This design comes from an exercise in tuning for small area, a short achievable clock period and few clock cycles per item on the open sky130 flow, not from production work. The RTL was checked by simulation tests, not by an equivalence proof against the original design. Power and IR drop assume default switching activity.

--- design/flow/flow/run.sh ---
#!/bin/bash
# The standard layout with: port buffers made from buf_2 cells (ORFS's
# default picks a delay buffer, clkdlybuf4s50_1), then reduced to buf_1 for
# the output ports (flow/outbuf.tcl); and the buffers that synthesis (ABC)
# inserted removed at floorplan, leaving buffering to the resizer, which sees
# the placement.
set -euo pipefail
bash standard.sh "BUFFER_PORTS_ARGS=-buffer_cell sky130_fd_sc_hd__buf_2" "POST_GLOBAL_PLACE_TCL=$(pwd)/flow/outbuf.tcl" REMOVE_ABC_BUFFERS=1 finish > standard_run.log 2>&1
--- design/flow/flow/outbuf.tcl ---
# After global placement: the output-port buffers drive only the port's fixed
# load, so use the smallest buffer for them (the resizer upsizes any that
# need it).
foreach inst [get_cells output*] {
  replace_cell $inst sky130_fd_sc_hd__buf_1
}
--- design/flow/standard.sh ---
#!/bin/bash
# synth_recipe.tcl (not shown) runs the flow's synth.tcl, then flattens the netlist and writes it again
# the make line also repeats each setting of config.mk as NAME=value (left out here)
make -C /OpenROAD-flow-scripts/flow DESIGN_CONFIG=/design/flow/config.mk WORK_HOME=/design/flow/orfs CLKGATE_MAP_FILE= SYNTH_SCRIPT=/design/flow/synth_recipe.tcl "${@:-finish}"
--- design/flow/config.mk ---
export PLATFORM = sky130hd
export DESIGN_NAME = simple_cpu_top
export DESIGN_NICKNAME = simple_cpu_top
export VERILOG_FILES = /design/flow/design.v
export SDC_FILE = /design/flow/constraint.sdc
export NUM_CORES = 4
export LEC_CHECK = 0
export CAP_MARGIN = 20
export CORE_MARGIN = 2
export CORE_UTILIZATION = 40
export GPL_TIMING_DRIVEN = 0
export SLEW_MARGIN = 20
export SYNTH_HIERARCHICAL = 1
export SYNTH_MINIMUM_KEEP_SIZE = 0
--- design/flow/constraint.sdc ---
create_clock -name core_clock -period 5.0 [get_ports {clk}]
set_input_delay 1.0000 -clock core_clock [delete_from_list [all_inputs] [get_ports {clk}]]
set_output_delay 1.0000 -clock core_clock [all_outputs]
set_load 0.01 [all_outputs]
--- design/flow/design.v ---
module simple_datapath #(
    parameter BIT_WIDTH = 16
)(
    input wire clk,
    input wire en,
    input wire [BIT_WIDTH-1:0] a,
    input wire [BIT_WIDTH-1:0] b,
    output wire [BIT_WIDTH-1:0] p
);
    wire w1 = ~(a[0] & b[0]);
    wire w2 = ~(a[1] & b[0]);
    wire w3 = ~(a[2] & b[0]);
    wire w4 = ~(a[3] & b[0]);
    wire w5 = ~(a[4] & b[0]);
    wire w6 = ~(a[5] & b[0]);
    wire w7 = ~(a[6] & b[0]);
    wire w8 = ~(a[7] & b[0]);
    wire w9 = ~(a[8] & b[0]);
    wire w10 = ~(a[9] & b[0]);
    wire w11 = ~(a[10] & b[0]);
    wire w12 = ~(a[11] & b[0]);
    wire w13 = ~(a[12] & b[0]);
    wire w14 = ~(a[13] & b[0]);
    wire w15 = ~(a[14] & b[0]);
    wire w16 = ~(a[15] & b[0]);
    wire w17 = ~(a[0] & b[1]);
    wire w18 = ~(a[1] & b[1]);
    wire w19 = ~(a[2] & b[1]);
    wire w20 = ~(a[3] & b[1]);
    wire w21 = ~(a[4] & b[1]);
    wire w22 = ~(a[5] & b[1]);
    wire w23 = ~(a[6] & b[1]);
    wire w24 = ~(a[7] & b[1]);
    wire w25 = ~(a[8] & b[1]);
    wire w26 = ~(a[9] & b[1]);
    wire w27 = ~(a[10] & b[1]);
    wire w28 = ~(a[11] & b[1]);
    wire w29 = ~(a[12] & b[1]);
    wire w30 = ~(a[13] & b[1]);
    wire w31 = ~(a[14] & b[1]);
    wire w32 = ~(a[0] & b[2]);
    wire w33 = ~(a[1] & b[2]);
    wire w34 = ~(a[2] & b[2]);
    wire w35 = ~(a[3] & b[2]);
    wire w36 = ~(a[4] & b[2]);
    wire w37 = ~(a[5] & b[2]);
    wire w38 = ~(a[6] & b[2]);
    wire w39 = ~(a[7] & b[2]);
    wire w40 = ~(a[8] & b[2]);
    wire w41 = ~(a[9] & b[2]);
    wire w42 = ~(a[10] & b[2]);
    wire w43 = ~(a[11] & b[2]);
    wire w44 = ~(a[12] & b[2]);
    wire w45 = ~(a[13] & b[2]);
    wire w46 = ~(a[0] & b[3]);
    wire w47 = ~(a[1] & b[3]);
    wire w48 = ~(a[2] & b[3]);
    wire w49 = ~(a[3] & b[3]);
    wire w50 = ~(a[4] & b[3]);
    wire w51 = ~(a[5] & b[3]);
    wire w52 = ~(a[6] & b[3]);
    wire w53 = ~(a[7] & b[3]);
    wire w54 = ~(a[8] & b[3]);
    wire w55 = ~(a[9] & b[3]);
    wire w56 = ~(a[10] & b[3]);
    wire w57 = ~(a[11] & b[3]);
    wire w58 = ~(a[12] & b[3]);
    wire w59 = ~(a[0] & b[4]);
    wire w60 = ~(a[1] & b[4]);
    wire w61 = ~(a[2] & b[4]);
    wire w62 = ~(a[3] & b[4]);
    wire w63 = ~(a[4] & b[4]);
    wire w64 = ~(a[5] & b[4]);
    wire w65 = ~(a[6] & b[4]);
    wire w66 = ~(a[7] & b[4]);
    wire w67 = ~(a[8] & b[4]);
    wire w68 = ~(a[9] & b[4]);
    wire w69 = ~(a[10] & b[4]);
    wire w70 = ~(a[11] & b[4]);
    wire w71 = ~(a[0] & b[5]);
    wire w72 = ~(a[1] & b[5]);
    wire w73 = ~(a[2] & b[5]);
    wire w74 = ~(a[3] & b[5]);
    wire w75 = ~(a[4] & b[5]);
    wire w76 = ~(a[5] & b[5]);
    wire w77 = ~(a[6] & b[5]);
    wire w78 = ~(a[7] & b[5]);
    wire w79 = ~(a[8] & b[5]);
    wire w80 = ~(a[9] & b[5]);
    wire w81 = ~(a[10] & b[5]);
    wire w82 = ~(a[0] & b[6]);
    wire w83 = ~(a[1] & b[6]);
    wire w84 = ~(a[2] & b[6]);
    wire w85 = ~(a[3] & b[6]);
    wire w86 = ~(a[4] & b[6]);
    wire w87 = ~(a[5] & b[6]);
    wire w88 = ~(a[6] & b[6]);
    wire w89 = ~(a[7] & b[6]);
    wire w90 = ~(a[8] & b[6]);
    wire w91 = ~(a[9] & b[6]);
    wire w92 = ~(a[0] & b[7]);
    wire w93 = ~(a[1] & b[7]);
    wire w94 = ~(a[2] & b[7]);
    wire w95 = ~(a[3] & b[7]);
    wire w96 = ~(a[4] & b[7]);
    wire w97 = ~(a[5] & b[7]);
    wire w98 = ~(a[6] & b[7]);
    wire w99 = ~(a[7] & b[7]);
    wire w100 = ~(a[8] & b[7]);
    wire w101 = ~(a[0] & b[8]);
    wire w102 = ~(a[1] & b[8]);
    wire w103 = ~(a[2] & b[8]);
    wire w104 = ~(a[3] & b[8]);
    wire w105 = ~(a[4] & b[8]);
    wire w106 = ~(a[5] & b[8]);
    wire w107 = ~(a[6] & b[8]);
    wire w108 = ~(a[7] & b[8]);
    wire w109 = ~(a[0] & b[9]);
    wire w110 = ~(a[1] & b[9]);
    wire w111 = ~(a[2] & b[9]);
    wire w112 = ~(a[3] & b[9]);
    wire w113 = ~(a[4] & b[9]);
    wire w114 = ~(a[5] & b[9]);
    wire w115 = ~(a[6] & b[9]);
    wire w116 = ~(a[0] & b[10]);
    wire w117 = ~(a[1] & b[10]);
    wire w118 = ~(a[2] & b[10]);
    wire w119 = ~(a[3] & b[10]);
    wire w120 = ~(a[4] & b[10]);
    wire w121 = ~(a[5] & b[10]);
    wire w122 = ~(a[0] & b[11]);
    wire w123 = ~(a[1] & b[11]);
    wire w124 = ~(a[2] & b[11]);
    wire w125 = ~(a[3] & b[11]);
    wire w126 = ~(a[4] & b[11]);
    wire w127 = ~(a[0] & b[12]);
    wire w128 = ~(a[1] & b[12]);
    wire w129 = ~(a[2] & b[12]);
    wire w130 = ~(a[3] & b[12]);
    wire w131 = ~(a[0] & b[13]);
    wire w132 = ~(a[1] & b[13]);
    wire w133 = ~(a[2] & b[13]);
    wire w134 = ~(a[0] & b[14]);
    wire w135 = ~(a[1] & b[14]);
    wire w136 = ~(a[0] & b[15]);
    wire w137, w138;
    mul_xn u1 (.x(w18), .y(w3), .s(w137));
    mul_or u2 (.x(w18), .y(w3), .c(w138));
    wire w139, w140;
    mul_fa u3 (.x(w19), .y(w33), .z(w4), .s(w139), .c(w140));
    wire w141, w142;
    mul_xn u4 (.x(w46), .y(w138), .s(w141));
    mul_or u5 (.x(w46), .y(w138), .c(w142));
    wire w143, w144;
    mul_fa u6 (.x(w20), .y(w34), .z(w47), .s(w143), .c(w144));
    wire w145, w146;
    mul_fa u7 (.x(w5), .y(w59), .z(w140), .s(w145), .c(w146));
    wire w147, w148;
    mul_xn u8 (.x(w143), .y(w142), .s(w147));
    mul_or u9 (.x(w143), .y(w142), .c(w148));
    wire w149, w150;
    mul_fa u10 (.x(w21), .y(w35), .z(w48), .s(w149), .c(w150));
    wire w151, w152;
    mul_fa u11 (.x(w6), .y(w60), .z(w71), .s(w151), .c(w152));
    wire w153, w154;
    mul_fa u12 (.x(w144), .y(w149), .z(w151), .s(w153), .c(w154));
    wire w155, w156;
    mul_xn u13 (.x(w148), .y(w146), .s(w155));
    mul_or u14 (.x(w148), .y(w146), .c(w156));
    wire w157, w158;
    mul_fa u15 (.x(w22), .y(w36), .z(w49), .s(w157), .c(w158));
    wire w159, w160;
    mul_fa u16 (.x(w61), .y(w7), .z(w72), .s(w159), .c(w160));
    wire w161, w162;
    mul_fa u17 (.x(w82), .y(w150), .z(w152), .s(w161), .c(w162));
    wire w163, w164;
    mul_fa u18 (.x(w157), .y(w159), .z(w154), .s(w163), .c(w164));
    wire w165, w166;
    mul_xn u19 (.x(w161), .y(w156), .s(w165));
    mul_or u20 (.x(w161), .y(w156), .c(w166));
    wire w167, w168;
    mul_fa u21 (.x(w23), .y(w37), .z(w50), .s(w167), .c(w168));
    wire w169, w170;
    mul_fa u22 (.x(w62), .y(w73), .z(w8), .s(w169), .c(w170));
    wire w171, w172;
    mul_fa u23 (.x(w83), .y(w92), .z(w158), .s(w171), .c(w172));
    wire w173, w174;
    mul_fa u24 (.x(w160), .y(w167), .z(w169), .s(w173), .c(w174));
    wire w175, w176;
    mul_fa u25 (.x(w162), .y(w171), .z(w173), .s(w175), .c(w176));
    wire w177, w178;
    mul_xn u26 (.x(w164), .y(w166), .s(w177));
    mul_or u27 (.x(w164), .y(w166), .c(w178));
    wire w179, w180;
    mul_fa u28 (.x(w101), .y(w24), .z(w38), .s(w179), .c(w180));
    wire w181, w182;
    mul_fa u29 (.x(w51), .y(w63), .z(w74), .s(w181), .c(w182));
    wire w183, w184;
    mul_fa u30 (.x(w84), .y(w9), .z(w93), .s(w183), .c(w184));
    wire w185, w186;
    mul_fa u31 (.x(w168), .y(w170), .z(w179), .s(w185), .c(w186));
    wire w187, w188;
    mul_fa u32 (.x(w181), .y(w183), .z(w172), .s(w187), .c(w188));
    wire w189, w190;
    mul_fa u33 (.x(w174), .y(w185), .z(w187), .s(w189), .c(w190));
    wire w191, w192;
    mul_xn u34 (.x(w176), .y(w178), .s(w191));
    mul_or u35 (.x(w176), .y(w178), .c(w192));
    wire w193, w194;
    mul_fa u36 (.x(w10), .y(w102), .z(w109), .s(w193), .c(w194));
    wire w195, w196;
    mul_fa u37 (.x(w25), .y(w39), .z(w52), .s(w195), .c(w196));
    wire w197, w198;
    mul_fa u38 (.x(w64), .y(w75), .z(w85), .s(w197), .c(w198));
    wire w199, w200;
    mul_fa u39 (.x(w94), .y(w180), .z(w182), .s(w199), .c(w200));
    wire w201, w202;
    mul_fa u40 (.x(w184), .y(w193), .z(w195), .s(w201), .c(w202));
    wire w203, w204;
    mul_fa u41 (.x(w197), .y(w186), .z(w199), .s(w203), .c(w204));
    wire w205, w206;
    mul_fa u42 (.x(w201), .y(w188), .z(w203), .s(w205), .c(w206));
    wire w207, w208;
    mul_fa u43 (.x(w103), .y(w11), .z(w110), .s(w207), .c(w208));
    wire w209, w210;
    mul_fa u44 (.x(w116), .y(w26), .z(w40), .s(w209), .c(w210));
    wire w211, w212;
    mul_fa u45 (.x(w53), .y(w65), .z(w76), .s(w211), .c(w212));
    wire w213, w214;
    mul_fa u46 (.x(w86), .y(w95), .z(w194), .s(w213), .c(w214));
    wire w215, w216;
    mul_fa u47 (.x(w196), .y(w198), .z(w207), .s(w215), .c(w216));
    wire w217, w218;
    mul_fa u48 (.x(w209), .y(w211), .z(w200), .s(w217), .c(w218));
    wire w219, w220;
    mul_fa u49 (.x(w202), .y(w213), .z(w215), .s(w219), .c(w220));
    wire w221, w222;
    mul_xn u50 (.x(w204), .y(w217), .s(w221));
    mul_or u51 (.x(w204), .y(w217), .c(w222));
    wire w223, w224;
    mul_fa u52 (.x(w104), .y(w111), .z(w117), .s(w223), .c(w224));
    wire w225, w226;
    mul_fa u53 (.x(w12), .y(w122), .z(w27), .s(w225), .c(w226));
    wire w227, w228;
    mul_fa u54 (.x(w41), .y(w54), .z(w66), .s(w227), .c(w228));
    wire w229, w230;
    mul_fa u55 (.x(w77), .y(w87), .z(w96), .s(w229), .c(w230));
    wire w231, w232;
    mul_fa u56 (.x(w208), .y(w210), .z(w212), .s(w231), .c(w232));
    wire w233, w234;
    mul_fa u57 (.x(w223), .y(w225), .z(w227), .s(w233), .c(w234));
    wire w235, w236;
    mul_fa u58 (.x(w229), .y(w214), .z(w216), .s(w235), .c(w236));
    wire w237, w238;
    mul_fa u59 (.x(w231), .y(w233), .z(w218), .s(w237), .c(w238));
    wire w239, w240;
    mul_xn u60 (.x(w220), .y(w235), .s(w239));
    mul_or u61 (.x(w220), .y(w235), .c(w240));
    wire w241, w242;
    mul_fa u62 (.x(w105), .y(w112), .z(w118), .s(w241), .c(w242));
    wire w243, w244;
    mul_fa u63 (.x(w123), .y(w127), .z(w13), .s(w243), .c(w244));
    wire w245, w246;
    mul_fa u64 (.x(w28), .y(w42), .z(w55), .s(w245), .c(w246));
    wire w247, w248;
    mul_fa u65 (.x(w67), .y(w78), .z(w88), .s(w247), .c(w248));
    wire w249, w250;
    mul_fa u66 (.x(w97), .y(w224), .z(w226), .s(w249), .c(w250));
    wire w251, w252;
    mul_fa u67 (.x(w228), .y(w230), .z(w241), .s(w251), .c(w252));
    wire w253, w254;
    mul_fa u68 (.x(w243), .y(w245), .z(w247), .s(w253), .c(w254));
    wire w255, w256;
    mul_fa u69 (.x(w232), .y(w234), .z(w249), .s(w255), .c(w256));
    wire w257, w258;
    mul_fa u70 (.x(w251), .y(w253), .z(w236), .s(w257), .c(w258));
    wire w259, w260;
    mul_xn u71 (.x(w255), .y(w240), .s(w259));
    mul_or u72 (.x(w255), .y(w240), .c(w260));
    wire w261, w262;
    mul_fa u73 (.x(w106), .y(w113), .z(w119), .s(w261), .c(w262));
    wire w263, w264;
    mul_fa u74 (.x(w124), .y(w128), .z(w131), .s(w263), .c(w264));
    wire w265, w266;
    mul_fa u75 (.x(w14), .y(w29), .z(w43), .s(w265), .c(w266));
    wire w267, w268;
    mul_fa u76 (.x(w56), .y(w68), .z(w79), .s(w267), .c(w268));
    wire w269, w270;
    mul_fa u77 (.x(w89), .y(w98), .z(w242), .s(w269), .c(w270));
    wire w271, w272;
    mul_fa u78 (.x(w244), .y(w246), .z(w248), .s(w271), .c(w272));
    wire w273, w274;
    mul_fa u79 (.x(w261), .y(w263), .z(w265), .s(w273), .c(w274));
    wire w275, w276;
    mul_fa u80 (.x(w267), .y(w250), .z(w252), .s(w275), .c(w276));
    wire w277, w278;
    mul_fa u81 (.x(w254), .y(w269), .z(w271), .s(w277), .c(w278));
    wire w279, w280;
    mul_fa u82 (.x(w273), .y(w256), .z(w275), .s(w279), .c(w280));
    wire w281, w282;
    mul_xn u83 (.x(w277), .y(w258), .s(w281));
    mul_or u84 (.x(w277), .y(w258), .c(w282));
    wire w283, w284;
    mul_fa u85 (.x(w107), .y(w114), .z(w120), .s(w283), .c(w284));
    wire w285, w286;
    mul_fa u86 (.x(w125), .y(w129), .z(w132), .s(w285), .c(w286));
    wire w287, w288;
    mul_fa u87 (.x(w134), .y(w15), .z(w30), .s(w287), .c(w288));
    wire w289, w290;
    mul_fa u88 (.x(w44), .y(w57), .z(w69), .s(w289), .c(w290));
    wire w291, w292;
    mul_fa u89 (.x(w80), .y(w90), .z(w99), .s(w291), .c(w292));
    wire w293, w294;
    mul_fa u90 (.x(w262), .y(w264), .z(w266), .s(w293), .c(w294));
    wire w295, w296;
    mul_fa u91 (.x(w268), .y(w283), .z(w285), .s(w295), .c(w296));
    wire w297, w298;
    mul_fa u92 (.x(w287), .y(w289), .z(w291), .s(w297), .c(w298));
    wire w299, w300;
    mul_fa u93 (.x(w270), .y(w272), .z(w274), .s(w299), .c(w300));
    wire w301, w302;
    mul_fa u94 (.x(w293), .y(w295), .z(w297), .s(w301), .c(w302));
    wire w303, w304;
    mul_fa u95 (.x(w276), .y(w278), .z(w299), .s(w303), .c(w304));
    wire w305, w306;
    mul_xn u96 (.x(w301), .y(w280), .s(w305));
    mul_or u97 (.x(w301), .y(w280), .c(w306));
    wire w307;
    mul_x2 u98 (.x(w100), .y(w108), .s(w307));
    wire w308;
    mul_x2 u99 (.x(w115), .y(w121), .s(w308));
    wire w309;
    mul_x2 u100 (.x(w126), .y(w130), .s(w309));
    wire w310;
    mul_x2 u101 (.x(w133), .y(w135), .s(w310));
    wire w311;
    mul_x2 u102 (.x(w136), .y(w16), .s(w311));
    wire w312;
    mul_x2 u103 (.x(w31), .y(w45), .s(w312));
    wire w313;
    mul_x2 u104 (.x(w58), .y(w70), .s(w313));
    wire w314;
    mul_x2 u105 (.x(w81), .y(w91), .s(w314));
    wire w315;
    mul_x2 u106 (.x(w307), .y(w308), .s(w315));
    wire w316;
    mul_x2 u107 (.x(w309), .y(w310), .s(w316));
    wire w317;
    mul_x2 u108 (.x(w311), .y(w312), .s(w317));
    wire w318;
    mul_x2 u109 (.x(w313), .y(w314), .s(w318));
    wire w319;
    mul_x2 u110 (.x(w315), .y(w316), .s(w319));
    wire w320;
    mul_x2 u111 (.x(w317), .y(w318), .s(w320));
    wire w321;
    mul_x2 u112 (.x(w284), .y(w286), .s(w321));
    wire w322;
    mul_x2 u113 (.x(w288), .y(w290), .s(w322));
    wire w323;
    mul_x2 u114 (.x(w292), .y(w319), .s(w323));
    wire w324;
    mul_x2 u115 (.x(w320), .y(w321), .s(w324));
    wire w325;
    mul_x2 u116 (.x(w322), .y(w323), .s(w325));
    wire w326;
    mul_x2 u117 (.x(w324), .y(w325), .s(w326));
    wire w327;
    mul_x2 u118 (.x(w294), .y(w326), .s(w327));
    wire w328;
    mul_x2 u119 (.x(w296), .y(w298), .s(w328));
    wire w329;
    mul_x2 u120 (.x(w327), .y(w328), .s(w329));
    wire w330;
    mul_x2 u121 (.x(w329), .y(w300), .s(w330));
    wire w331;
    mul_x2 u122 (.x(w302), .y(w330), .s(w331));
    wire w332;
    mul_x2 u123 (.x(w331), .y(w304), .s(w332));
    wire w333 = w17 | w2;
    wire w334, w335;
    mul_fa u124 (.x(w32), .y(w137), .z(w333), .s(w334), .c(w335));
    wire w336, w337;
    mul_ha u125 (.x(w141), .y(w139), .s(w336), .c(w337));
    wire w338;
    mul_ao u126 (.g(w337), .p(w336), .ci(w335), .co(w338));
    wire w339, w340;
    mul_ha u127 (.x(w147), .y(w145), .s(w339), .c(w340));
    wire w341;
    mul_ao u128 (.g(w340), .p(w339), .ci(w338), .co(w341));
    wire w342, w343;
    mul_ha u129 (.x(w153), .y(w155), .s(w342), .c(w343));
    wire w344;
    mul_ao u130 (.g(w343), .p(w342), .ci(w341), .co(w344));
    wire w345, w346;
    mul_ha u131 (.x(w165), .y(w163), .s(w345), .c(w346));
    wire w347;
    mul_ao u132 (.g(w346), .p(w345), .ci(w344), .co(w347));
    wire w348, w349;
    mul_ha u133 (.x(w175), .y(w177), .s(w348), .c(w349));
    wire w350;
    mul_ao u134 (.g(w349), .p(w348), .ci(w347), .co(w350));
    reg [30:0] q;
    always @(posedge clk)
        if (en) q <= {w306, w332, w282, w305, w303, w281, w260, w279, w257, w259, w238, w237, w222, w239, w206, w221, w219, w205, w192, w190, w189, w191, w350, ~(w348 ^ w347), ~(w345 ^ w344), ~(w342 ^ w341), ~(w339 ^ w338), ~(w336 ^ w335), ~w334, w17 ^ w2, ~w1};
    assign p[0] = q[0];
    assign p[1] = q[1];
    assign p[2] = q[2];
    assign p[3] = q[3];
    assign p[4] = q[4];
    assign p[5] = q[5];
    assign p[6] = q[6];
    assign p[7] = q[7];
    wire w351, w352;
    mul_xn u135 (.x(q[11]), .y(q[12]), .s(w351));
    mul_or u136 (.x(q[11]), .y(q[12]), .c(w352));
    wire w353, w354;
    mul_fa u137 (.x(q[14]), .y(q[15]), .z(q[16]), .s(w353), .c(w354));
    wire w355, w356;
    mul_fa u138 (.x(q[17]), .y(q[18]), .z(q[19]), .s(w355), .c(w356));
    wire w357, w358;
    mul_fa u139 (.x(q[20]), .y(q[21]), .z(q[22]), .s(w357), .c(w358));
    wire w359, w360;
    mul_fa u140 (.x(q[23]), .y(q[24]), .z(q[25]), .s(w359), .c(w360));
    wire w361, w362;
    mul_fa u141 (.x(q[26]), .y(q[27]), .z(q[28]), .s(w361), .c(w362));
    wire w363;
    mul_x2 u142 (.x(q[29]), .y(q[30]), .s(w363));
    wire w364;
    mul_x2 u143 (.x(w363), .y(w362), .s(w364));
    wire w365, w366;
    mul_ha u144 (.x(q[10]), .y(q[9]), .s(w365), .c(w366));
    wire w367;
    mul_ao u145 (.g(w366), .p(w365), .ci(q[8]), .co(w367));
    wire w368, w369;
    mul_ha u146 (.x(q[13]), .y(w351), .s(w368), .c(w369));
    wire w370;
    mul_ao u147 (.g(w369), .p(w368), .ci(w367), .co(w370));
    wire w371, w372;
    mul_ha u148 (.x(w352), .y(w353), .s(w371), .c(w372));
    wire w373;
    mul_ao u149 (.g(w372), .p(w371), .ci(w370), .co(w373));
    wire w374, w375;
    mul_ha u150 (.x(w354), .y(w355), .s(w374), .c(w375));
    wire w376;
    mul_ao u151 (.g(w375), .p(w374), .ci(w373), .co(w376));
    wire w377, w378;
    mul_ha u152 (.x(w356), .y(w357), .s(w377), .c(w378));
    wire w379;
    mul_ao u153 (.g(w378), .p(w377), .ci(w375), .co(w379));
    wire w380 = w377 & w374;
    wire w381;
    mul_ao u154 (.g(w379), .p(w380), .ci(w373), .co(w381));
    wire w382, w383;
    mul_ha u155 (.x(w358), .y(w359), .s(w382), .c(w383));
    wire w384, w385;
    mul_ha u156 (.x(w360), .y(w361), .s(w384), .c(w385));
    wire w386;
    mul_ao u157 (.g(w385), .p(w384), .ci(w383), .co(w386));
    wire w387 = w384 & w382;
    wire w388;
    mul_ao u158 (.g(w383), .p(w382), .ci(w381), .co(w388));
    wire w389;
    mul_ao u159 (.g(w386), .p(w387), .ci(w381), .co(w389));
    assign p[8] = ~(w365 ^ q[8]);
    assign p[9] = ~(w368 ^ w367);
    assign p[10] = ~(w371 ^ w370);
    assign p[11] = ~(w374 ^ w373);
    assign p[12] = ~(w377 ^ w376);
    assign p[13] = ~(w382 ^ w381);
    assign p[14] = ~(w384 ^ w388);
    assign p[15] = (w364 ^ w389);
endmodule
module mul_fa (
    input wire x, y, z,
    output wire s, c
);
    assign s = x ^ y ^ z;
    assign c = (x & y) | (x & z) | (y & z);
endmodule
module mul_ha (
    input wire x, y,
    output wire s, c
);
    assign s = x ^ y;
    assign c = x & y;
endmodule
module mul_xn (
    input wire x, y,
    output wire s
);
    assign s = ~(x ^ y);
endmodule
module mul_or (
    input wire x, y,
    output wire c
);
    assign c = x | y;
endmodule
module mul_x2 (
    input wire x, y,
    output wire s
);
    assign s = x ^ y;
endmodule
module mul_ao (
    input wire g, p, ci,
    output wire co
);
    assign co = g | (p & ci);
endmodule
module simple_control (
    input wire clk,
    input wire rst_n,
    input wire start,
    output reg done
);
    always @(posedge clk or negedge rst_n) begin
        if (!rst_n)
            done <= 1'b0;
        else if (start)
            done <= 1'b1;
    end
endmodule
module simple_cpu_top #(
    parameter BIT_WIDTH = 16,
    parameter PROGRAM_FILE = "program.mem"
)(
    input wire clk,
    input wire rst_n,
    input wire start,
    input wire [BIT_WIDTH-1:0] operand_a,
    input wire [BIT_WIDTH-1:0] operand_b,
    output wire [BIT_WIDTH-1:0] result,
    output wire done
);
    simple_datapath #(.BIT_WIDTH(BIT_WIDTH)) datapath (
        .clk(clk), .en(start), .a(operand_a), .b(operand_b), .p(result)
    );
    simple_control control (
        .clk(clk), .rst_n(rst_n), .start(start), .done(done)
    );
endmodule
==> summary.txt, run 1 <==
status=complete, no violations; Final Hold Fails=0; PwrDens=450.3 nW/µm²; Cell Chain, Critical Path=buf_2, nand2_1, fa_1, fa_1, fa_1, fa_1, or2_1; area of the mapped netlist=4091 µm²; Setup-failing EPs final=0; Tmin final=3.559 ns; core footprint=9864 µm²; register clock-pin slew on the reported worst setup and hold paths=0.07 ns; synthesis-stage register bit count=32; Ys Warns=8; setup TNS=0 ns; max-slew violation count=0; number of global-route vias before repair=2936; crit-path max FO=16; CP Capture Type=register; Chip Width=105.1 µm; CP max-delay cell=fa_1; Fmax achieved=281.0 MHz; Arr. time, crit path=3.60 ns; TritonCTS buffer count=5; metal3 WL=609 µm; Yosys top cell area share=38.65%; antenna violations before repair=0; period utilisation layout=71.18%; post-route ant nets=0; post-synth top area cell=fa_1; diodes inserted=0; Worst IR Drop VDD=274.7 µV; cells after synthesis=372; H-tree level count=2; max_cap viols=0; max incr delay on CP=0.54 ns; IO Count=52; remaining routing DRC violations=0; row cnt=36; Tot Pwr=1989 µW; total length of routed wires=8.415 mm; clk root buf=clkbuf_8; Via density=5.048; clock tree buffer depth=2; Nets=531; DIE AREA=11050 µm²; most frequent CP cell=fa_1; first-pass GRT wire length=14.53 mm; Avg Cell Area, Syn=11.00 µm²; Max Used Layer=met4; Pre-antenna DRT Iters=4; CTS tree=built; largest net degree at the start of global routing=33; Resized Gates After CTS=0; DR WL/cell=15.64 µm; worst slew pin tran=0.7129 ns; Post-CTS Setup Inserts=0; Slew HR=52.47%; clock latency (worst-skew pair)=0.28 ns; Seq/Total Area, Yosys=23.36%; # clock sinks=32; Setup crit start kind=input port; Final Skew=0 ns; Unique masters post-synth=15; Vias=2716; starting density of the core=41.48%; RSZ-0062 raised after global routing=false; share of layout cells above drive strength 1=10.86%; Die Span Y=105.1 µm; total gr overflow=0; setup slack, reg-to-reg=4.30 ns; # port buffers=51; synth-to-layout area growth=7.982%; 1st-iter DRT viols=167; Min-Delay Path Class=register to register; met2 WL=3.923 mm; Leakage=0.001639 µW; gr usage total=16.95%; cts hold-fix bufs=0; Fillers=935; kind of critical path=input port to register; largest cells by area after synthesis=fa_1 39%, edfxtp_1 23%, nand2_1 12%, xor2_1 6.2%, xnor2_1 5.4%; hpwl dp=6.352 mm; Worst EP required=5.04 ns; Metal-1 WL=3.665 mm
==> synthesized netlist by cell type, drive strengths merged <==
master	number
and2	5
or2	14
buf	26
fa	79
dfrtp	1
a21o	14
nand2	133
xnor2	25
edfxtp	31
ha	13
inv	2
xor2	29
==> cell families (layout without fill, tap and decap cells) <==
| group | Yosys count | after routing | synth area share, % |
|---|---|---|---|
| xor+xnor | 54 | 54 | 11.56 |
| compound gates | 14 | 14 | 2.569 |
| flops | 32 | 32 | 23.36 |
| buf+inv | 28 | 61 | 4.710 |
| simple gates | 152 | 152 | 15.17 |
| fa+ha+maj | 92 | 92 | 42.63 |
==> metal layers <==
metal	vias up	track usage, %
li1	1211	-
met1	1381	23.09
met2	107	26.76
met3	17	2.558
met4	0	7.714
met5	-	0
==> critical path: cells and delay by family <==
family,cells,cell delay (ns)
fa+ha+maj,4,1.94
simple gates,2,0.38
buf+inv,1,0.28
==> worst paths after layout <==
path | startpoint | to | cells past startpoint
min in group asynchronous | rst_n | control.done | 1
max in group asynchronous | rst_n | control.done | 1
worst min-delay path | control.done | control.done | 1
worst min register to register | control.done | control.done | 1
worst max-delay path | operand_a[0] | datapath.q[30] | 7
worst max register to register | control.done | control.done | 1
==> modules after synthesis, one instance, submodules excluded, a selection <==
module,flops+latches,copies in the design
simple_control,1,1
mul_x2,0,28
mul_xn,0,13
mul_or,0,13
mul_ha,0,12
mul_fa,0,79
mul_ao,0,14
==> cell type report <==
cell class	count	area [µm²]	share of cell area [%]
Multi-Input combinational cell	312	2943	66.61
Sequential cell	32	955.9	21.64
Timing Repair Buffer	51	234.0	5.296
Tap cell	133	166.4	3.767
Clock buffer	5	68.82	1.558
Clock inverter	3	42.54	0.9629
Inverter	2	7.507	0.1699
==> sequential cells by signal (all words and copies together), names as in the netlist <==
signal        flops
control.done      1
datapath.q       31
==> cells in the final DEF, fill, tap and decap left out, drive strengths merged <==
cell	Yosys	final
nand2	133	133
fa	79	79
buf	26	51
edfxtp	31	31
xor2	29	29
xnor2	25	25
or2	14	14
a21o	14	14
ha	13	13
clkbuf	0	5
and2	5	5
inv	2	2
clkinvlp	0	1
bufinv	0	1
clkinv	0	1
dfrtp	1	1
==> power by group <==
| part | total [µW] | switching [µW] | leakage (µW) | internal (µW) |
|---|---|---|---|---|
| Sequential | 472 | 36.3 | 0.000314 | 436 |
| Clock | 252 | 105 | 0.0000541 | 147 |
| Combinational | 1270 | 669 | 0.00127 | 596 |
==> metrics by stage <==
stage	instances	hold slack (ns)	utilization [%]	cell area, µm²	setup slack, ns
2_1_floorplan	346	0.5039	-	3906	1.607
3_3_place_gp	530	0.4422	43.87	4328	1.149
3_5_place_dp	530	0.4566	43.66	4307	1.121
4_1_cts	538	0.4634	44.79	4418	1.432
5_1_grt	538	0.4512	44.79	4418	1.326
6_report	538	0.4643	44.79	4418	1.441
Testbench counts, summed over its fixed seeds: cycles 384, items 384.
==> run 2, diff against run 1 <==
==> design/flow/flow/outbuf.tcl (replaced) <==
# After global placement: the output-port buffers drive only the port's fixed
# load, so use the smallest buffer for them (the resizer upsizes any that
# need it); input-port buffers that drive many gates get a stronger buffer.
foreach inst [get_cells output*] {
  replace_cell $inst sky130_fd_sc_hd__buf_1
}
foreach inst [get_cells input*] {
  set pin [get_pins -of_objects $inst -filter "direction == output"]
  set net [get_nets -of_objects $pin]
  set nload [llength [get_pins -of_objects $net -filter "direction == input"]]
  if {$nload > 8} {
    replace_cell $inst sky130_fd_sc_hd__buf_4
  }
}
==> run 2 against run 1 <==
Net effect: first-iteration DRC count decreased by 15%; synthesized cell count unchanged; combinational power about the same; non-clock buffer count did not move; sequential share of layout area down 0.21 points; design area grew 0.96%; global-route usage decreased by 0.19 points; clock-buffer cell count unchanged; register-to-register slack about the same; flip-flop and latch count is the same; critical path type is now register to output port.
==> summary.txt, run 2 <==
IO Count=52; synthesis-stage register bit count=32; post-route ant nets=0; Setup WS pre-CTS=1.263 ns; Post-synth EDFFs=31; Seq pwr share=23.7%; Arr. time, crit path=2.42 ns; core footprint=9864 µm²; Metal-1 WL=3.625 mm; period utilisation layout=68.49%; kind of critical path=register to output port; Worst EP required=4.00 ns; Post-CTS Setup Inserts=0; row cnt=36; Via density=5.069; Clk network pwr share=12.7%; hpwl dp=6.382 mm; crit-path max FO=3; clk root buf=clkbuf_8; # clock sinks=32; gr usage total=16.75%; Resized Gates After CTS=0; cell with the most instances after synthesis=nand2_1; commonest cells after routing, fill and taps aside=133 x nand2_1, 79 x fa_1, 31 x edfxtp_1; antenna violations before repair=0; met2 WL=3.940 mm; Fmax achieved=292.0 MHz; largest net degree at the start of global routing=33; Ys Warns=8; status=complete, no violations; worst setup margin=1.576 ns; commonest cells in the netlist=133 x nand2_1, 79 x fa_1, 31 x edfxtp_1; remaining routing DRC violations=0; CP max-delay cell=fa_1; Min-Delay Path Class=register to register; multi-input logic area=2943 µm²; Tmin final=3.424 ns; most frequent CP cell=a21o_1; Largest register FFs=31; Fillers=934; starting density of the core=41.48%; top flop regs=datapath.q: 31 flops, control.done: 1 flops; Setup crit start kind=register; first-pass GRT wire length=14.33 mm; commonest non-fill, non-tap cell in the layout=nand2_1; worst slew pin tran=0.4115 ns; Final Skew=0 ns; Pre-antenna DRT Iters=4; CP Capture Type=output port; switching share of power=40.60%; register area=955.9 µm²; max-slew violation count=0; Internal=1184 µW; # port buffers=51; DIE AREA=11050 µm²; area of the mapped netlist=4091 µm²; Die Span Y=105.1 µm; Unique masters post-synth=15; Final Hold Fails=0; post-synth top area cell=fa_1; Vias=2727; end-of-flow core utilization=45.22%; Avg Cell Area, Syn=11.00 µm²; number of global-route vias before repair=2916; Nets=531; share of layout cells above drive strength 1=10.86%; largest cells by area after synthesis=fa_1 39%, edfxtp_1 23%, nand2_1 12%, xor2_1 6.2%, xnor2_1 5.4%; Yosys top cell area share=38.65%; ys flop type=edfxtp_1; max_cap viols=0; DR WL/cell=15.53 µm; clock latency (worst-skew pair)=0.29 ns; H-tree level count=2; ys async rst share=3.125%; Seq/Total Area, Yosys=23.36%; metal3 WL=613 µm; Leakage=0.001654 µW; synth-to-layout area growth=9.021%; 1st-iter DRT viols=142; Logic pwr share=63.6%; RSZ-0062 raised after global routing=false; Chip Width=105.1 µm; setup TNS=0 ns; NetSw=809.2 µW; cells after synthesis=372; Cell Chain, Critical Path=fa_1, ha_1, a21o_1, a21o_1, a21o_1, xor2_1, buf_1; diodes inserted=0; TritonCTS buffer count=5; Worst IR Drop VDD=305.0 µV; cts hold-fix bufs=0; total gr overflow=0; total length of routed wires=8.354 mm; clock tree buffer depth=2; Setup-failing EPs final=0; Largest Register=datapath.q; Tot Pwr=1993 µW; CTS tree=built; max incr delay on CP=0.48 ns; Slew HR=72.56%; PwrDens=446.9 nW/µm²; Max Used Layer=met4; register clock-pin slew on the reported worst setup and hold paths=0.07 ns
run 2: per-layer routing:
metal | track usage [%] | up-vias
met4 | 7.429 | 0
met5 | 0 | -
met1 | 22.71 | 1384
met3 | 2.246 | 14
met2 | 26.90 | 118
li1 | - | 1211
run 2: cell type report:
type	count	share of cell area (%)
Timing Repair Buffer	51	6.199
Multi-Input combinational cell	312	65.97
Clock inverter	3	0.9537
Clock buffer	5	1.543
Tap cell	133	3.731
Sequential cell	32	21.43
Inverter	2	0.1683
run 2: logic make-up (layout without fill, tap and decap cells):
logic type,after synthesis,count (layout),synth area share [%]
and+or+nand+nor,152,152,15.17
adders and majority gates,92,92,42.63
xor gates and xnor gates,54,54,11.56
DFF,32,32,23.36
buffers and inverters,28,61,4.710
AOI/OAI and AO/OA,14,14,2.569
run 2: modules after synthesis (local to each module, per instance), excerpt:
module	cells	copies in the design
mul_ao	1	14
mul_fa	1	79
mul_ha	1	12
mul_x2	1	28
mul_xn	1	13
simple_control	2	1
mul_or	1	13
run 2: power by group through the flow:
stage | Combinational [µW] | Clock, µW | Sequential, µW
after global routing | 1440 | 274 | 482
final | 1270 | 253 | 472
after CTS | 1300 | 261 | 475
after detailed placement | 1290 | 0 | 481
after global placement | 1310 | 0 | 477
after floorplan | 936 | 0 | 485
run 2: worst paths after layout:
path / slack (ns) / cells past startpoint / start / endpoint
hold reg to reg: 0.46 / 1 / control.done / control.done
setup reg to reg: 4.30 / 1 / control.done / control.done
min in group asynchronous: 0.47 / 1 / rst_n / control.done
hold / removal: 0.46 / 1 / control.done / control.done
setup / recovery: 1.58 / 7 / datapath.q[15] / result[15]
max in group asynchronous: 4.45 / 1 / rst_n / control.done
run 2: critical path, delay by kind of cell (launching register included):
| kind | cells | cell delay (ns) |
|---|---|---|
| flops | 1 | 0.40 |
| xor+xnor | 1 | 0.14 |
| buf+inv | 1 | 0.16 |
| fa+ha+maj | 2 | 0.81 |
| compound gates | 3 | 0.62 |
run 2: metrics by stage:
stage / hold slack [ns] / cell area (µm²) / std cells
after floorplan: 0.5039 / 3906 / 346
after global placement: 0.4422 / 4328 / 530
after detailed placement: 0.4566 / 4349 / 530
after CTS: 0.4621 / 4461 / 538
after global routing: 0.4494 / 4461 / 538
final: 0.4645 / 4461 / 538
==> run 3, diff against run 2 <==
==> design/flow/flow/run.sh (replaced) <==
#!/bin/bash
# The standard layout with: port buffers made from buf_2 cells (ORFS's
# default picks a delay buffer, clkdlybuf4s50_1), then changed to buf_1 for
# the output ports and buf_4 for input ports with many loads
# (flow/outbuf.tcl); and the buffers that synthesis (ABC) inserted removed at
# floorplan, leaving buffering to the resizer, which sees the placement.
set -euo pipefail
bash standard.sh "BUFFER_PORTS_ARGS=-buffer_cell sky130_fd_sc_hd__buf_2" "POST_GLOBAL_PLACE_TCL=$(pwd)/flow/outbuf.tcl" REMOVE_ABC_BUFFERS=1 finish > standard_run.log 2>&1
--- a/design/flow/config.mk
+++ b/design/flow/config.mk
@@ -11,2 +11,3 @@
 export GPL_TIMING_DRIVEN = 0
+export SETUP_SLACK_MARGIN = 1.75
 export SLEW_MARGIN = 20
==> run 3 against run 2 <==
Net effect: sequential power is essentially flat; final cell count rose by 2.2%; total power rose by 10%; register-to-register slack barely moved; critical path depth stayed put; hold slack hardly changed; critical endpoint unchanged.
==> summary.txt, run 3 <==
Setup-failing EPs final=0; post-route cell area=4881 µm²; synth-to-layout area growth=19.30%; commonest cells after routing, fill and taps aside=126 x nand2_1, 66 x fa_1, 31 x edfxtp_1; # port buffers=51; total gr overflow=0; Min-Delay Path Class=register to register; 1st-iter DRT viols=148; total length of routed wires=8.919 mm; TritonCTS buffer count=5; status=complete, no violations; row cnt=36; post-route ant nets=0; Seq/Total Area, Yosys=23.36%; CP max-delay cell=fa_1; share of layout cells above drive strength 1=21.10%; Pre-antenna DRT Iters=5; Vias=2804; main combinational cell family by area after synthesis=adder cells; kind of critical path=register to output port; Tmin final=3.331 ns; hpwl dp=6.382 mm; Final Hold Fails=0; most frequent CP cell=a21o_1; cell family with most CP delay=adder cells; Synth Area in Simple Gates=15.17%; clock tree buffer depth=2; RSZ-0062 raised after global routing=true; DR WL/cell=16.22 µm; Fmax achieved=300.2 MHz; H-tree level count=2; number of global-route vias before repair=3068; max-slew violation count=0; crit-path max FO=3; max incr delay on CP=0.60 ns; Placed Cells=530; cell with the most instances after synthesis=nand2_1; # clock sinks=32; synthesis-stage register bit count=32; setup TNS=0 ns; first-pass GRT wire length=14.87 mm; Slew HR=72.67%; remaining routing DRC violations=0; period utilisation layout=66.63%; CTS tree=built; CP Capture Type=output port; multiplexer share of the synthesized area=0%; clk root buf=clkbuf_8; Via density=5.098; starting density of the core=41.48%; Die Span Y=105.1 µm; register clock-pin slew on the reported worst setup and hold paths=0.07 ns; post-synth top area cell=fa_1; Unique masters post-synth=15; DIE AREA=11050 µm²; XOR/XNOR Fraction of Synth Area=11.56%; antenna violations before repair=0; Largest Register=datapath.q; placed inst area=4349 µm²; Synth Area in Compound Gates=2.569%; Adder-Cell Fraction of Synth Area=42.63%; ys async rst share=3.125%; Worst EP required=4.00 ns; max_cap viols=0; Largest register FFs=31; Worst Path Buf+Inv=1; commonest non-fill, non-tap cell in the layout=nand2_1; core footprint=9864 µm²; final non-filler cell total=550; clock latency (worst-skew pair)=0.29 ns; area of the mapped netlist=4091 µm²; Ys Warns=8; diodes inserted=0; cts hold-fix bufs=0; commonest cells in the netlist=133 x nand2_1, 79 x fa_1, 31 x edfxtp_1; Arr. time, crit path=2.33 ns; Final Skew=0 ns; IO Count=52; Chip Width=105.1 µm; Avg Cell Area, Syn=11.00 µm²; Setup crit start kind=register; gr usage total=17.37%; Post-synth EDFFs=31; PwrDens=451.2 nW/µm²; Cell Chain, Critical Path=fa_1, ha_4, and2_1, a21o_1, a21o_1, xor2_1, buf_2; top flop regs=datapath.q: 31 flops, control.done: 1 flops; ys flop type=edfxtp_1; largest net degree at the start of global routing=33; Leakage=0.001823 µW; Nets=543; cells after synthesis=372; Worst IR Drop VDD=325.6 µV; end-of-flow core utilization=49.48%; largest cells by area after synthesis=fa_1 39%, edfxtp_1 23%, nand2_1 12%, xor2_1 6.2%, xnor2_1 5.4%; worst slew pin tran=0.4100 ns; Yosys top cell area share=38.65%
-- run 3: cell count changes in the layout (fill, tap and decap cells not counted), sizes merged --
cell,before,now
buf,51,62
bufbuf,0,1
-- run 3: final timing paths --
path | startpoint | endpoint | slack [ns] | depth (start not counted)
setup reg to reg | control.done | control.done | 4.30 | 1
max in group asynchronous | rst_n | control.done | 4.45 | 1
min in group asynchronous | rst_n | control.done | 0.47 | 1
setup / recovery | datapath.q[18] | result[15] | 1.67 | 7
hold reg to reg | control.done | control.done | 0.46 | 1
hold / removal | control.done | control.done | 0.46 | 1
-- run 3: metal layers --
metal	vias up	global-route usage [%]	routed length (µm)
met1	1420	22.47	3806
met2	130	28.57	4282
li1	1234	-	-
met4	0	8.190	238
met5	-	0	0
met3	20	2.745	592
-- run 3: metrics by stage --
stage	worst slack (ns)	power, µW	hold slack, ns
floorplan	1.607	1421	0.5039
global placement	1.149	1788	0.4422
detailed placement	1.263	1772	0.4566
CTS	1.632	2161	0.4621
global route	1.569	2410	0.4496
finish	1.669	2202	0.4644
-- run 3: cell type report --
type | count | area (µm²)
clock buffers | 5 | 68.82
clock inverters | 3 | 42.54
fillers | 878 | 4984
inverters | 2 | 7.507
multi-input cells | 312 | 3088
flip-flops and latches | 32 | 955.9
well taps | 133 | 166.4
repair buffers | 63 | 551.8
-- run 3: repair_timing --
action	4_1_cts	5_1_grt
endpoints found under the hold margin	0	0
setup endpoints to repair	9	12
pin swaps	28	19
cloned	1	0
gates resized for setup	59	18
setup buffers	11	0
-- run 3: cell families after synthesis --
| kind of cell | Yosys count |
|---|---|
| AOI/OAI and AO/OA | 14 |
| buffers and inverters | 28 |
| xor gates and xnor gates | 54 |
| and+or+nand+nor | 152 |
| adders and majority gates | 92 |
| DFF | 32 |
-- run 3: per-module statistics from Yosys (local to each module, per instance), excerpt --
module | flip-flops and latches | cell area (µm²) | cells | copies in the design
simple_control | 1 | 31.28 | 2 | 1
mul_fa | 0 | 20.02 | 1 | 79
mul_ha | 0 | 12.51 | 1 | 12
mul_x2 | 0 | 8.758 | 1 | 28
mul_xn | 0 | 8.758 | 1 | 13
mul_ao | 0 | 7.507 | 1 | 14
mul_or | 0 | 6.256 | 1 | 13
-- run 3: where the power goes --
part / switching (µW) / total (µW) / internal [µW]
clock network: 106 / 253 / 147
logic: 715 / 1480 / 762
registers: 36.2 / 472 / 436
==> run 4, diff against run 3 <==
--- a/design/flow/config.mk
+++ b/design/flow/config.mk
@@ -11,3 +11,2 @@
 export GPL_TIMING_DRIVEN = 0
-export SETUP_SLACK_MARGIN = 1.75
 export SLEW_MARGIN = 20
==> run 4 against run 3 <==
Net effect: clock skew unchanged; hold slack barely moved; sequential share of layout area is 1.8 points higher; largest power group unchanged.
==> summary.txt, run 4 <==
PwrDens=446.9 nW/µm²; Vias=2727; Min-Delay Path Class=register to register; gr usage total=16.75%; Slew HR=72.56%; Leakage=0.001654 µW; Post-synth EDFFs=31; Worst IR Drop VDD=305.0 µV; 1st-iter DRT viols=142; most frequent CP cell=a21o_1; hpwl dp=6.382 mm; Max Used Layer=met4; DIE AREA=11050 µm²; starting density of the core=41.48%; max incr delay on CP=0.48 ns; TritonCTS buffer count=5; remaining routing DRC violations=0; Largest Register=datapath.q; Largest register FFs=31; CTS tree=built; Final Hold Fails=0; antenna violations before repair=0; reg2reg end=control.done; Die Span Y=105.1 µm; crit-path max FO=3; cell family with most CP delay=adder cells; CP Capture Type=output port; ys flop type=edfxtp_1; Pre-antenna DRT Iters=4; kind of critical path=register to output port; total length of routed wires=8.354 mm; share of layout cells above drive strength 1=10.86%; clock tree buffer depth=2; cts hold-fix bufs=0; Final Skew=0 ns; # port buffers=51; Clk network pwr share=12.7%; diodes inserted=0; largest net degree at the start of global routing=33; Setup WS pre-CTS=1.263 ns; register clock-pin slew on the reported worst setup and hold paths=0.07 ns; post-synth top area cell=fa_1; Resized Gates After CTS=0; synth-to-layout area growth=9.021%; Cell Chain, Critical Path=fa_1, ha_1, a21o_1, a21o_1, a21o_1, xor2_1, buf_1; worst slew pin tran=0.4115 ns; core footprint=9864 µm²; setup slack, reg-to-reg=4.30 ns; synthesis-stage register bit count=32; Post-CTS Setup Inserts=0; Seq/Total Area, Yosys=23.36%; CP max-delay cell=fa_1; clock latency (worst-skew pair)=0.29 ns; NetSw=809.2 µW; Tmin final=3.424 ns; Worst EP required=4.00 ns; ys async rst share=3.125%; IO Count=52; critical path depth=7; total gr overflow=0; Reg2Reg Launch Point=control.done; H-tree level count=2; max-slew violation count=0; worst setup margin=1.576 ns; Reg2Reg Depth=1; commonest non-fill, non-tap cell in the layout=nand2_1; Seq pwr share=23.7%; first-pass GRT wire length=14.33 mm; setup TNS=0 ns; Nets=531; RSZ-0062 raised after global routing=false; Yosys top cell area share=38.65%; DR WL/cell=15.53 µm; Fmax achieved=292.0 MHz; Tot Pwr=1993 µW; area of the mapped netlist=4091 µm²; metal3 WL=613 µm; met2 WL=3.940 mm; period utilisation layout=68.49%; number of global-route vias before repair=2916; Chip Width=105.1 µm; Worst Path Buf+Inv=1; # clock sinks=32; Unique masters post-synth=15; Setup crit start kind=register; row cnt=36; Ys Warns=8; switching share of power=40.60%; commonest cells in the netlist=133 x nand2_1, 79 x fa_1, 31 x edfxtp_1; commonest cells after routing, fill and taps aside=133 x nand2_1, 79 x fa_1, 31 x edfxtp_1; Metal-1 WL=3.625 mm; Internal=1184 µW; Crit. Startpoint=datapath.q[15]; Arr. time, crit path=2.42 ns; CP Capture Point=result[15]; status=complete, no violations; largest cells by area after synthesis=fa_1 39%, edfxtp_1 23%, nand2_1 12%, xor2_1 6.2%, xnor2_1 5.4%; cell with the most instances after synthesis=nand2_1; top flop regs=datapath.q: 31 flops, control.done: 1 flops; Avg Cell Area, Syn=11.00 µm²; cells after synthesis=372; Setup-failing EPs final=0; post-route ant nets=0; Logic pwr share=63.6%; max_cap viols=0; Via density=5.069; clk root buf=clkbuf_8
[run 4: cell types whose count changed in the layout (fill, tap and decap cells not counted), sizes merged]
| cell | delta |
|---|---|
| buf | -11 |
| bufbuf | -1 |
[run 4: final cells by class]
class	instances	area (µm²)
fill	934	5404
clock buffer	5	68.82
clock inverter	3	42.54
multi-input combinational	312	2943
sequential	32	955.9
inverter	2	7.507
tap	133	166.4
timing repair buffer	51	276.5
[run 4: power by group through the flow]
stage	Clock [µW]	Combinational, µW	Sequential (µW)
floorplan	0	936	485
global placement	0	1310	477
detailed placement	0	1290	481
CTS	261	1300	475
global route	274	1440	482
finish	253	1270	472
[run 4: through the flow]
step | utilization (%) | cell area [µm²] | hold WS [ns] | instances
3_5_place_dp | 44.09 | 4349 | 0.4566 | 530
4_1_cts | 45.22 | 4461 | 0.4621 | 538
5_1_grt | 45.22 | 4461 | 0.4494 | 538
2_1_floorplan | - | 3906 | 0.5039 | 346
3_3_place_gp | 43.87 | 4328 | 0.4422 | 530
6_report | 45.22 | 4461 | 0.4645 | 538
[run 4: kinds of logic (layout without fill, tap and decap cells)]
group                      after synthesis  count (layout)  share of synthesized area (%)
and+or+nand+nor                        152             152                          15.17
buffers and inverters                   28              61                          4.710
adders and majority gates               92              92                          42.63
DFF                                     32              32                          23.36
AOI/OAI and AO/OA                       14              14                          2.569
xor gates and xnor gates                54              54                          11.56
[run 4: worst min-delay path by stage]
stage	from	to	slack (ns)	depth (start not counted)
3_3_place_gp	control.done	control.done	0.44	1
4_1_cts	rst_n	control.done	0.46	1
3_5_place_dp	control.done	control.done	0.46	1
2_1_floorplan	control.done	control.done	0.50	1
5_1_grt	rst_n	control.done	0.45	1
6_report	control.done	control.done	0.46	1
[run 4: metal layers]
layer  vias up  track usage (%)
li1       1211                -
met1      1384            22.71
met2       118            26.90
met3        14            2.246
met4         0            7.429
met5         -                0
[run 4: modules after synthesis, one instance, submodules excluded, excerpt]
module / cell area (µm²) / cells
mul_ao: 7.507 / 1
mul_fa: 20.02 / 1
mul_ha: 12.51 / 1
mul_or: 6.256 / 1
mul_x2: 8.758 / 1
mul_xn: 8.758 / 1
simple_control: 31.28 / 2
==> run 5, diff against run 4 <==
--- a/design/flow/config.mk
+++ b/design/flow/config.mk
@@ -11,2 +11,3 @@
 export GPL_TIMING_DRIVEN = 0
+export PLACE_DENSITY = 0.5
 export SLEW_MARGIN = 20
==> run 5 against run 4 <==
Net effect: still clean; via count down 4.3%; final cell count unchanged; combinational power about the same; first-iteration DRC count down 27%; register-to-register slack about the same; clock-buffer cell count up 1; non-clock buffer count unchanged; total power down 0.76%; critical path depth unchanged; maximum frequency down 0.59%; clock power down 2%; setup slack worse by 0.020 ns; critical endpoint is now datapath.q[30]; highest routed layer unchanged.
==> summary.txt, run 5 <==
Avg Cell Area, Syn=11.00 µm²; remaining routing DRC violations=0; setup TNS=0 ns; Arr. time, crit path=3.48 ns; antenna violations before repair=0; commonest non-fill, non-tap cell in the layout=nand2_1; number of global-route vias before repair=2845; share of layout cells above drive strength 1=10.62%; status=complete, no violations; PwrDens=443.9 nW/µm²; post-synth top area cell=fa_1; placed inst area=4349 µm²; post-route ant nets=0; crit-path max FO=16; # clock sinks=32; Post-CTS Setup Inserts=0; Worst IR Drop VDD=403.6 µV; Via density=4.851; end-of-flow core utilization=45.18%; clock latency (worst-skew pair)=0.28 ns; 1st-iter DRT viols=104; Ys Warns=8; Largest register FFs=31; cell with the most instances after synthesis=nand2_1; max-slew violation count=0; diodes inserted=0; total length of routed wires=8.536 mm; starting density of the core=41.48%; H-tree level count=2; Unique masters post-synth=15; hpwl dp=6.585 mm; Fillers=946; largest net degree at the start of global routing=33; Nets=531; top flop regs=datapath.q: 31 flops, control.done: 1 flops; Worst EP required=5.04 ns; register clock-pin slew on the reported worst setup and hold paths=0.07 ns; commonest cells in the netlist=133 x nand2_1, 79 x fa_1, 31 x edfxtp_1; Resized Gates After CTS=0; clk root buf=clkbuf_8; Reg2Reg Launch Point=control.done; Vias=2610; kind of critical path=input port to register; Final Hold Fails=0; Tmin final=3.445 ns; DIE AREA=11050 µm²; DR WL/cell=15.87 µm; max_cap viols=0; Crit. Startpoint=operand_a[0]; Seq/Total Area, Yosys=23.36%; TritonCTS buffer count=5; Fin Hold WS=0.4694 ns; first-pass GRT wire length=14.59 mm; ys flop type=edfxtp_1; commonest cells after routing, fill and taps aside=133 x nand2_1, 79 x fa_1, 31 x edfxtp_1; CP Capture Point=datapath.q[30]; period utilisation layout=68.89%; Yosys top cell area share=38.65%; post-route cell area=4457 µm²; cts hold-fix bufs=0; ys async rst share=3.125%; core footprint=9864 µm²; CTS tree=built; IO Count=52; Die Span Y=105.1 µm; Chip Width=105.1 µm; largest cells by area after synthesis=fa_1 39%, edfxtp_1 23%, nand2_1 12%, xor2_1 6.2%, xnor2_1 5.4%; Reg2Reg Depth=1; Slew HR=72.38%; Leakage=0.001655 µW; synthesis-stage register bit count=32; area of the mapped netlist=4091 µm²; CP Capture Type=register; # port buffers=51; Largest Register=datapath.q; RSZ-0062 raised after global routing=false; Pre-antenna DRT Iters=4; Final Skew=0 ns; worst slew pin tran=0.4143 ns; Min-Delay Path Class=register to register; gr usage total=16.95%; cells after synthesis=372; reg2reg end=control.done; setup slack, reg-to-reg=4.30 ns; total gr overflow=0; Post-synth EDFFs=31; Setup crit start kind=input port; Fmax achieved=290.3 MHz; clock tree buffer depth=2; synth-to-layout area growth=8.930%; row cnt=36; Setup-failing EPs final=0
run 5: cell counts after synthesis:
Identical to the previous run, type by type.
run 5: per-module statistics from Yosys, one instance, submodules excluded, a selection:
module          copies in the design  cell area [µm²]  cells inside
mul_ha                            12            12.51             1
mul_xn                            13            8.758             1
mul_ao                            14            7.507             1
mul_fa                            79            20.02             1
mul_x2                            28            8.758             1
mul_or                            13            6.256             1
simple_control                     1            31.28             2
run 5: cell families (layout without fill, tap and decap cells):
| logic type | after synthesis | after routing | share of synthesized area (%) |
|---|---|---|---|
| simple gates | 152 | 152 | 15.17 |
| fa+ha+maj | 92 | 92 | 42.63 |
| xor+xnor | 54 | 54 | 11.56 |
| flops | 32 | 32 | 23.36 |
| buf+inv | 28 | 61 | 4.710 |
| compound gates | 14 | 14 | 2.569 |
run 5: layout make-up:
cell class / count / area [µm²] / share of cell area [%]
multi-input cells: 312 / 2943 / 66.03
well taps: 133 / 166.4 / 3.734
clock buffers: 6 / 72.57 / 1.628
repair buffers: 51 / 276.5 / 6.204
flip-flops and latches: 32 / 955.9 / 21.45
inverters: 2 / 7.507 / 0.1684
clock inverters: 2 / 35.03 / 0.7861
run 5: where the power goes:
part / internal (µW) / switching, µW
clock: 148 / 100
sequential: 436 / 37.6
combinational: 597 / 660
total: 1180 / 797
run 5: metrics by stage:
step | worst slack [ns] | total power [µW] | std cells
after floorplan | 1.607 | 1421 | 346
after global placement | 1.129 | 1795 | 530
after detailed placement | 1.228 | 1764 | 530
after CTS | 1.528 | 2021 | 538
after global routing | 1.414 | 2194 | 538
final | 1.555 | 1978 | 538
run 5: worst min-delay path by stage:
stage                 start           end  cells past startpoint
2_1_floorplan  control.done  control.done                      1
5_1_grt               rst_n  control.done                      1
3_5_place_dp   control.done  control.done                      1
3_3_place_gp   control.done  control.done                      1
4_1_cts               rst_n  control.done                      1
6_report       control.done  control.done                      1
run 5: critical path, stage by stage:
cell     delay [ns]
buf_4          0.20
nand2_1        0.11
fa_1           0.52
fa_1           0.47
fa_1           0.47
fa_1           0.47
or2_1          0.24
run 5: routing by layer:
layer,global-route usage [%],part of all wire (%)
met5,0,0
met4,4.190,1.5
met3,2.308,3.8
met2,27.60,47
met1,24.00,48

[afterwards: timing with drivers on the ports]
Ports are ideal in the flow. The routed layouts listed here were re-timed in OpenROAD. Step 1: set_driving_cell puts a clkbuf_16 on clk and a buf_2 on each other input, an assumption about the parent block. Step 2 adds t to the input delays and takes it off the output delays; t is the mean of the earliest and latest rising clock arrival at the registers after step 1. Input paths then give back, and output paths get back, about the clock's delay inside the block. a / b / c = ideal ports / drivers / drivers and shift; a / b = the first two.
| run | t, ns | setup WS [ns] | worst setup path at the end |
|---|---|---|---|
| run 1 | 0.322 | 1.441 / 1.455 / 1.133 | input to register |
| run 2 | 0.324 | 1.576 / 1.540 / 1.267 | input to register |
| run 3 | 0.322 | 1.669 / 1.635 / 1.394 | input to register |
| run 4 | 0.324 | 1.576 / 1.540 / 1.267 | input to register |
| run 5 | 0.314 | 1.555 / 1.561 / 1.247 | input to register |
After both steps every run listed still meets setup and hold.
